This design comes from an exercise in tuning for small area, a short achievable clock period and few clock cycles on the open sky130 flow, not from production work. Only simulation tests tie the RTL to the original design; equivalence was not proved. Power figures rest on the tool's default switching activity, not on a simulated workload.

Setup of amber:
Design conv_engine_array, start of the top module:
module conv_engine_array #(
    parameter int ROWS    = 4,
    parameter int COLS    = 4,
    parameter int SCALE_Q = 16
) (
    input  logic        clk,
    input  logic        rst_n,
    input  logic        start,
    input  logic [10:0] c_in,
    input  logic [10:0] c_out,
    input  logic [3:0]  kernel_size,
    output logic [12:0] patch_rd_addr,
    input  logic [COLS*8-1:0] patch_rd_data_wide,
    output logic [21:0] weight_rd_addr,
    input  logic [COLS*8-1:0] weight_rd_data_wide,
    output logic [8:0]  bias_rd_ch,
    input  logic signed [31:0] bias_rd_data,
    input  logic [15:0] scale,
    input  logic        skip_relu,
    output logic        out_valid,
    output logic [8:0]  out_ch_base,
    output logic [5:0]  out_count,
    output wire  [ROWS*8-1:0] out_data_flat,
    output wire  [ROWS*32-1:0] out_int32_flat,
    output logic        done
);
For scale: roughly 510 flip-flops, ~360 I/O pins, about 0.029 mm² of cells after synthesis.
export LEC_CHECK = 0
export CAP_MARGIN = 20
export CORE_MARGIN = 2
export CORE_UTILIZATION = 35
export PLACE_DENSITY = 0.6
export SLEW_MARGIN = 20
create_clock -name core_clock -period 13.5 [get_ports {clk}]
standard.sh (not shown) runs the stock make flow with config.mk's settings and CLKGATE_MAP_FILE= SYNTH_SCRIPT=/design/flow/synth_recipe.tcl, a recipe that flattens the netlist after the stock synthesis.
==> flow/flow/run.sh <==
#!/bin/bash
# The standard layout (standard.sh: unchanged synthesis, floorplan, place,
# CTS, route) with these changes to how it is made:
#  - repair_timing is asked for extra setup slack, so that the achieved period
#    is pushed below the constraint;
#  - the port buffers that buffer_ports inserts are plain buffers (buf_1,
#    which repair may upsize) rather than the delay cells it picks by default;
#  - CTS inserts no dummy load cells and clusters up to 30 sinks per leaf buffer.
set -euo pipefail
bash standard.sh SETUP_SLACK_MARGIN=9.5 \
  "BUFFER_PORTS_ARGS=-buffer_cell sky130_fd_sc_hd__buf_1" \
  "CTS_ARGS=-sink_clustering_enable -repair_clock_nets -dont_use_dummy_load -sink_clustering_size 30 -sink_clustering_max_diameter 80 -distance_between_buffers 400 -branching_point_buffers_distance 400" \
  finish > standard_flow.log 2>&1
amber: no failed stages, no open violations at the end
Testbench counts of amber, summed over its fixed seeds: cycles 14,476.
Setup changes, amber to onyx
- swapping 0.6 for 0.5 in PLACE_DENSITY
-- flow/flow/run.sh --
<<< amber, line 11
  "BUFFER_PORTS_ARGS=-buffer_cell sky130_fd_sc_hd__buf_1" \
  "CTS_ARGS=-sink_clustering_enable -repair_clock_nets -dont_use_dummy_load -sink_clustering_size 30 -sink_clustering_max_diameter 80 -distance_between_buffers 400 -branching_point_buffers_distance 400" \
  finish > standard_flow.log 2>&1
>>> onyx, line 11
  "BUFFER_PORTS_ARGS=-buffer_cell sky130_fd_sc_hd__buf_1" \
  "CTS_ARGS=-sink_clustering_enable -repair_clock_nets -dont_use_dummy_load -sink_clustering_size 30 -sink_clustering_max_diameter 80" \
  finish > standard_flow.log 2>&1
Results
onyx | stages: all done | timing, DRC, antenna: all pass
Looking at onyx and amber, the count of fill cells added during filler insertion is a wash.
The fmax reported for onyx is smaller than that of amber by 0.69%.
Final setup violation count delta (amber -> onyx): insignificant
Destination of the critical timing path = out_int32_flat[99]: onyx; destination of the critical timing path = out_int32_flat[97]: amber
Edits applied to the flow inputs when going from onyx to juniper:
- PLACE_DENSITY changed from 0.5 to 0.7
[summary]
- Looking at juniper and onyx, the post-route fraction of the period consumed by the critical path is a wash.
- Wire length in juniper is 5.6 mm lower than in onyx
- Worst setup slack after placement for juniper: 0.12 ns down relative to onyx
- The run showing the smaller part of the power in combinational logic is juniper.
- Status: via-per-instance ratio parity (onyx, juniper)
- juniper vs. onyx: post-synthesis to final-layout area growth grew by 0.42 points; count of final max-slew check failures saw little to no change; routing usage on met3 has increased.
Changes in lagoon relative to juniper:
- changing SLEW_MARGIN from 20 to 5
- changing CAP_MARGIN from 20 to 5
- changing PLACE_DENSITY from 0.7 to 0.6
--- outcome ---
lagoon reached the end of the flow, and the finished layout is clean on the timing, design-rule and antenna checks.
juniper and lagoon ended up with roughly the same area growth from synthesis to layout.
Compared with juniper, lagoon shows a lower worst slack at placement.
Re met3 track demand over resource: juniper and lagoon aren't equal, and the higher value belongs to juniper.
Diff juniper..lagoon | number of well taps | unchanged
In lagoon, layout filler cell count is higher than in juniper.
| time the worst path needs with I/O delays and setup | lagoon vs juniper | better |
On all-layer global routing usage: lagoon sits above juniper.
Combinational power of juniper is on par with lagoon.
For the setup slack after layout, lagoon came in 0.023 ns higher than juniper did.
Setup changes, lagoon to indigo
- changing SLEW_MARGIN from 5 to 20
- changing CAP_MARGIN from 5 to 20
--- outcome ---
Going from lagoon to indigo, antenna diode instance count climbed 1, utilization after layout barely changed, overall routed net length barely changed.
Delta (indigo minus lagoon): switching component of the power roughly the same, fmax level, total via count in the routed design saw little to no change.
Between lagoon and indigo, the total non-filler cell area in the finished layout figures differ only marginally.
Final-stage net count of indigo is on par with lagoon.
Inputs modified between indigo and ember:
-- flow/flow/run.sh --
<<< indigo, line 9
set -euo pipefail
bash standard.sh SETUP_SLACK_MARGIN=9.5 \
  "BUFFER_PORTS_ARGS=-buffer_cell sky130_fd_sc_hd__buf_1" \
>>> ember, line 9
set -euo pipefail
bash standard.sh SETUP_SLACK_MARGIN=9.6 \
  "BUFFER_PORTS_ARGS=-buffer_cell sky130_fd_sc_hd__buf_1" \
### Flow results
No stage failed in ember, and the final checks on the layout all came back clean. Worst-case setup margin in the final layout: ember < indigo. From indigo to ember the numbers moved as follows: critical path depth has remained practically unchanged; met2 capacity usage during global routing has increased; total power density per cell area has increased; first-pass GRT wire length has increased; via count has remained practically unchanged.

Another version of the RTL of conv_engine_array (not shown whole).
For scale: about 2900 cells after synthesis, roughly 540 flip-flops.
==> flow/config.mk <==
export PLATFORM = sky130hd
export DESIGN_NAME = conv_engine_array
export DESIGN_NICKNAME = conv_engine_array
export VERILOG_FILES = /design/flow/design.v
export SDC_FILE = /design/flow/constraint.sdc
export NUM_CORES = 4
export LEC_CHECK = 0
export CAP_MARGIN = 20
export CORE_MARGIN = 2
export CORE_UTILIZATION = 30
export PLACE_DENSITY = 0.6
export SLEW_MARGIN = 20
==> flow/constraint.sdc <==
create_clock -name core_clock -period 13.5 [get_ports {clk}]
set_input_delay 2.7000 -clock core_clock [delete_from_list [all_inputs] [get_ports {clk}]]
set_output_delay 2.7000 -clock core_clock [all_outputs]
set_load 0.01 [all_outputs]
==> flow/flow/run.sh <==
#!/bin/bash
# The standard layout (standard.sh: unchanged synthesis, floorplan, place,
# CTS, route) with these changes to how it is made:
#  - repair_timing is asked for extra setup slack, so that the achieved period
#    is pushed below the constraint;
#  - the port buffers that buffer_ports inserts are plain buffers (buf_1,
#    which repair may upsize) rather than the delay cells it picks by default;
#  - CTS inserts no dummy load cells and clusters up to 30 sinks per leaf buffer.
set -euo pipefail
bash standard.sh SETUP_SLACK_MARGIN=9.5 \
  "BUFFER_PORTS_ARGS=-buffer_cell sky130_fd_sc_hd__buf_1" \
  "CTS_ARGS=-sink_clustering_enable -repair_clock_nets -dont_use_dummy_load -sink_clustering_size 30 -sink_clustering_max_diameter 80" \
  finish > standard_flow.log 2>&1
The baseline completed with no timing, DRC or antenna violations.
Testbench counts at the start, summed over its fixed seeds: cycles 14,476.
==> next run, changes <==
Settings changed: CORE_UTILIZATION 30 to 42.
Result:
- The new run completed without violations
- critical path depth does not change
- global-route usage grows by 4.8 points
- non-clock buffer count rose by 26
- final cell count shrinks by 8.7%
- clock-buffer cell count goes down by 8
- die area decreases by 28%
- flip-flop and latch count stays the same
- power fell by 0.94%
- fmax is about the same
- worst setup slack is about the same
==> next run, changes <==
--- a/flow/flow/run.sh
+++ b/flow/flow/run.sh
@@ -10 +10 @@
-bash standard.sh SETUP_SLACK_MARGIN=9.5 \
+bash standard.sh SETUP_SLACK_MARGIN=9.6 \
Settings changed: CORE_UTILIZATION 42 to 35.
=> The changed run passed the timing, design-rule and antenna checks; utilization went down by 7.6 points; fmax hardly moves; final area went up slightly; via count stays flat; final cell count went up by a few percent.
==> next run, changes <==
--- a/flow/flow/run.sh
+++ b/flow/flow/run.sh
@@ -10 +10 @@
-bash standard.sh SETUP_SLACK_MARGIN=9.6 \
+bash standard.sh SETUP_SLACK_MARGIN=9.5 \
Result: First-iteration DRC count climbs by 1.4%; power shrinks by about 1.6%; hold slack improved by 0.015 ns; core utilization drops by 0.82 points; critical path depth went down by 12; fmax rose by about 1%; die area stays the same; count of clock-buffer cells in the layout is lower by 1; synthesized area stays the same; worst setup slack improved by 0.041 ns; sequential share of layout area increases by 0.50 points.

## build 85
Another version of the RTL of conv_engine_array (not shown whole).
Size: about 2,900 cells after synthesis, ~590 flip-flops, roughly 32,000 sq um of cells after synthesis.
Settings: LEC_CHECK=0, CAP_MARGIN=20, CORE_MARGIN=2, CORE_UTILIZATION=35, PLACE_DENSITY=0.6, SLEW_MARGIN=20; clock period 13.5 ns.
==> flow/flow/run.sh <==
#!/bin/bash
# The standard layout (standard.sh: unchanged synthesis, floorplan, place,
# CTS, route) with two changes to how it is made:
#  - repair_timing is asked for extra setup slack, so that the achieved period
#    is pushed below the constraint;
#  - the port buffers that buffer_ports inserts are plain buffers (buf_1,
#    which repair may upsize) rather than the delay cells it picks by default.
set -euo pipefail
bash standard.sh SETUP_SLACK_MARGIN=9.3 \
  "BUFFER_PORTS_ARGS=-buffer_cell sky130_fd_sc_hd__buf_1" finish > standard_flow.log 2>&1
Testbench counts of build 85, summed over its fixed seeds: cycles 14,425.
The following lists how build 2 was set up differently from build 85:
- setting CTS_BUF_LIST to sky130_fd_sc_hd__clkbuf_4 sky130_fd_sc_hd__clkbuf_8 for the first time
-- flow/flow/run.sh --
<<< build 85, line 7
#    which repair may upsize) rather than the delay cells it picks by default.
set -euo pipefail
bash standard.sh SETUP_SLACK_MARGIN=9.3 \
  "BUFFER_PORTS_ARGS=-buffer_cell sky130_fd_sc_hd__buf_1" finish > standard_flow.log 2>&1
>>> build 2, line 7
#    which repair may upsize) rather than the delay cells it picks by default.
set -euo pipefail
bash standard.sh SETUP_SLACK_MARGIN=9.7 \
  "BUFFER_PORTS_ARGS=-buffer_cell sky130_fd_sc_hd__buf_1" finish > standard_flow.log 2>&1
### Flow results
Build 2 vs. build 85: net switching power figure went up by 0.00019 W. Build 2 ended up with more standard cells than build 85. Against build 85, via count of the routed design in build 2 rose by a few percent. When build 2 is set beside build 85, its first-pass GRT wire length turns out to be about 3.7% larger. Cell area | build 2 vs build 85 | build 2 larger. Measured against each other, build 85 and build 2 differ in global-route usage, the higher figure coming from build 2. Build 2 vs build 85 on pin slew with the least headroom to its limit: build 2 is the lower one. Build 2 completed every stage of the flow, and the final layout passed the timing, design-rule and antenna checks.
## Diff of input files: build 22 against build 2
- CTS_BUF_LIST removed (was sky130_fd_sc_hd__clkbuf_4 sky130_fd_sc_hd__clkbuf_8)
==> flow/flow/run.sh <==
#!/bin/bash
# The standard layout (standard.sh: unchanged synthesis, floorplan, place,
# CTS, route) with these changes to how it is made:
#  - repair_timing is asked for extra setup slack, so that the achieved period
#    is pushed below the constraint;
#  - the port buffers that buffer_ports inserts are plain buffers (buf_1,
#    which repair may upsize) rather than the delay cells it picks by default;
#  - CTS inserts no dummy load cells and clusters up to 30 sinks per leaf buffer.
set -euo pipefail
bash standard.sh SETUP_SLACK_MARGIN=9.5 \
  "BUFFER_PORTS_ARGS=-buffer_cell sky130_fd_sc_hd__buf_1" \
  "CTS_ARGS=-sink_clustering_enable -repair_clock_nets -dont_use_dummy_load -sink_clustering_size 30 -sink_clustering_max_diameter 80" \
  finish > standard_flow.log 2>&1
### Flow results
Build 2: flow completed, timing, DRC and antenna clean. Build 22 | stages: all done | timing, DRC, antenna: all pass. Reported for build 22 and build 2, mean instance size in the synthesized netlist turned out identical to the last digit. When build 22 is set beside build 2, its power density over the cells turns out to be about 4.5% smaller. In build 22, the register-to-register setup slack came out 0.07 ns above the value in build 2. The lower fraction of area in non-clock buffers of build 22 and build 2 is in build 22. Taking build 2 as the reference, in build 22 final worst-path setup slack went up by 0.096 ns, final instance count without filler cells went down by about 5%, worst setup slack after placement went down by 0.11 ns, total area of multi-input combinational cells went down by about 2.2%, number of vias after detailed routing went down by about 5%. Build 22 ends up with a clock slew seen by the registers of the worst setup and hold paths that is 0.02 ns higher than in build 2. Summary — portion of total power attributed to the clock network, build 22 relative to build 2: lower, by 7.5 points.
For build 38, these inputs were changed with respect to build 22:
==> flow/flow/run.sh <==
#!/bin/bash
# The standard layout (standard.sh: unchanged synthesis, floorplan, place,
# CTS, route) with two changes to how it is made:
#  - repair_timing is asked for extra setup slack, so that the achieved period
#    is pushed below the constraint;
#  - the port buffers that buffer_ports inserts are plain buffers (buf_1,
#    which repair may upsize) rather than the delay cells it picks by default.
set -euo pipefail
bash standard.sh SETUP_SLACK_MARGIN=9.5 \
  "BUFFER_PORTS_ARGS=-buffer_cell sky130_fd_sc_hd__buf_1" finish > standard_flow.log 2>&1
### Flow results
- Relative to build 22, the final cell area reported for build 38 is higher.
- Diff build 22 -> build 38 | maximum frequency | down slightly
- In the reports for build 38 and build 22, the smaller met2 track demand over resource in global routing belongs to build 38.
- | total negative slack for setup checks | build 38 vs build 22 | ≈ equal |
Modified inputs, build 95 compared to build 38
==> flow/flow/run.sh <==
#!/bin/bash
# The standard layout (standard.sh: unchanged synthesis, floorplan, place,
# CTS, route) with these changes to how it is made:
#  - repair_timing is asked for extra setup slack, so that the achieved period
#    is pushed below the constraint;
#  - the port buffers that buffer_ports inserts are plain buffers (buf_1,
#    which repair may upsize) rather than the delay cells it picks by default;
#  - CTS inserts no dummy load cells.
set -euo pipefail
bash standard.sh SETUP_SLACK_MARGIN=9.5 \
  "BUFFER_PORTS_ARGS=-buffer_cell sky130_fd_sc_hd__buf_1" \
  "CTS_ARGS=-sink_clustering_enable -repair_clock_nets -dont_use_dummy_load" \
  finish > standard_flow.log 2>&1
==> summary.txt <==
From build 95 to build 38, number of buffers inserted during clock tree synthesis did not move at all. Compared build 38 against build 95; global-route usage within noise. Worst-case setup margin in the final layout, build 95 and build 38: higher on build 38. The switching part of the total power number comes out higher for build 95 vs build 38. Note that the power recorded for build 95 amounts to 0.943 times the value seen in build 38. Taking build 38 as the reference, in build 95 met2 track utilization from global routing now sits at about the same level; power of the clock network fell about 24%.

-- static timing again, ports no longer ideal --
In the flow no input, the clock included, has a driving cell. The finished layouts below were timed again as built, in two steps.
Step 1: set_driving_cell puts a clkbuf_16 on clk and a buf_2 on each other input, an assumption about the parent block.
Step 2 also shifts input and output timing later by t, the mid clock arrival at the registers, as if the neighbouring blocks saw the same clock.
Three values: ideal, step 1, step 2; two values: the first two.
run	t (ns)	setup WS [ns]	worst register clock-pin slew, ns	worst slew at a driven data input, ns	cell pins on the clock port's net
amber	0.609	9.506 / 9.444 / 9.348	0.10 / 0.10	0.10	1
onyx	0.621	9.478 / 9.414 / 9.246	0.11 / 0.11	0.09	1
juniper	0.607	9.491 / 9.432 / 9.216	0.11 / 0.11	0.11	1
lagoon	0.608	9.514 / 9.452 / 9.338	0.10 / 0.10	0.10	1
indigo	0.609	9.506 / 9.444 / 9.348	0.10 / 0.10	0.10	1
ember	0.632	9.483 / 9.419 / 9.266	0.11 / 0.11	0.10	1
the first run of note 2	0.644	9.448 / 9.385 / 9.397	0.11 / 0.11	0.12	1
the second run of note 2	0.672	9.448 / 9.383 / 9.364	0.11 / 0.11	0.08	1
the third run of note 2	0.627	9.459 / 9.459 / 9.447	0.11 / 0.11	0.09	1
the fourth run of note 2	0.623	9.500 / 9.437 / 9.361	0.10 / 0.10	0.09	1
build 85	0.671	9.396 / 9.396 / 9.371	0.07 / 0.07	0.13	1
build 2	0.809	9.467 / 9.404 / 9.393	0.07 / 0.07	0.12	1
build 22	0.640	9.564 / 9.502 / 9.395	0.11 / 0.11	0.10	1
build 38	0.688	9.549 / 9.486 / 9.408	0.06 / 0.06	0.11	1
build 95	0.661	9.544 / 9.482 / 9.398	0.06 / 0.06	0.12	1
After both steps every run listed still meets setup and hold. For juniper, which loses most, drivers alone change the setup slack by -0.059 ns; drivers and shift together by -0.275 ns.
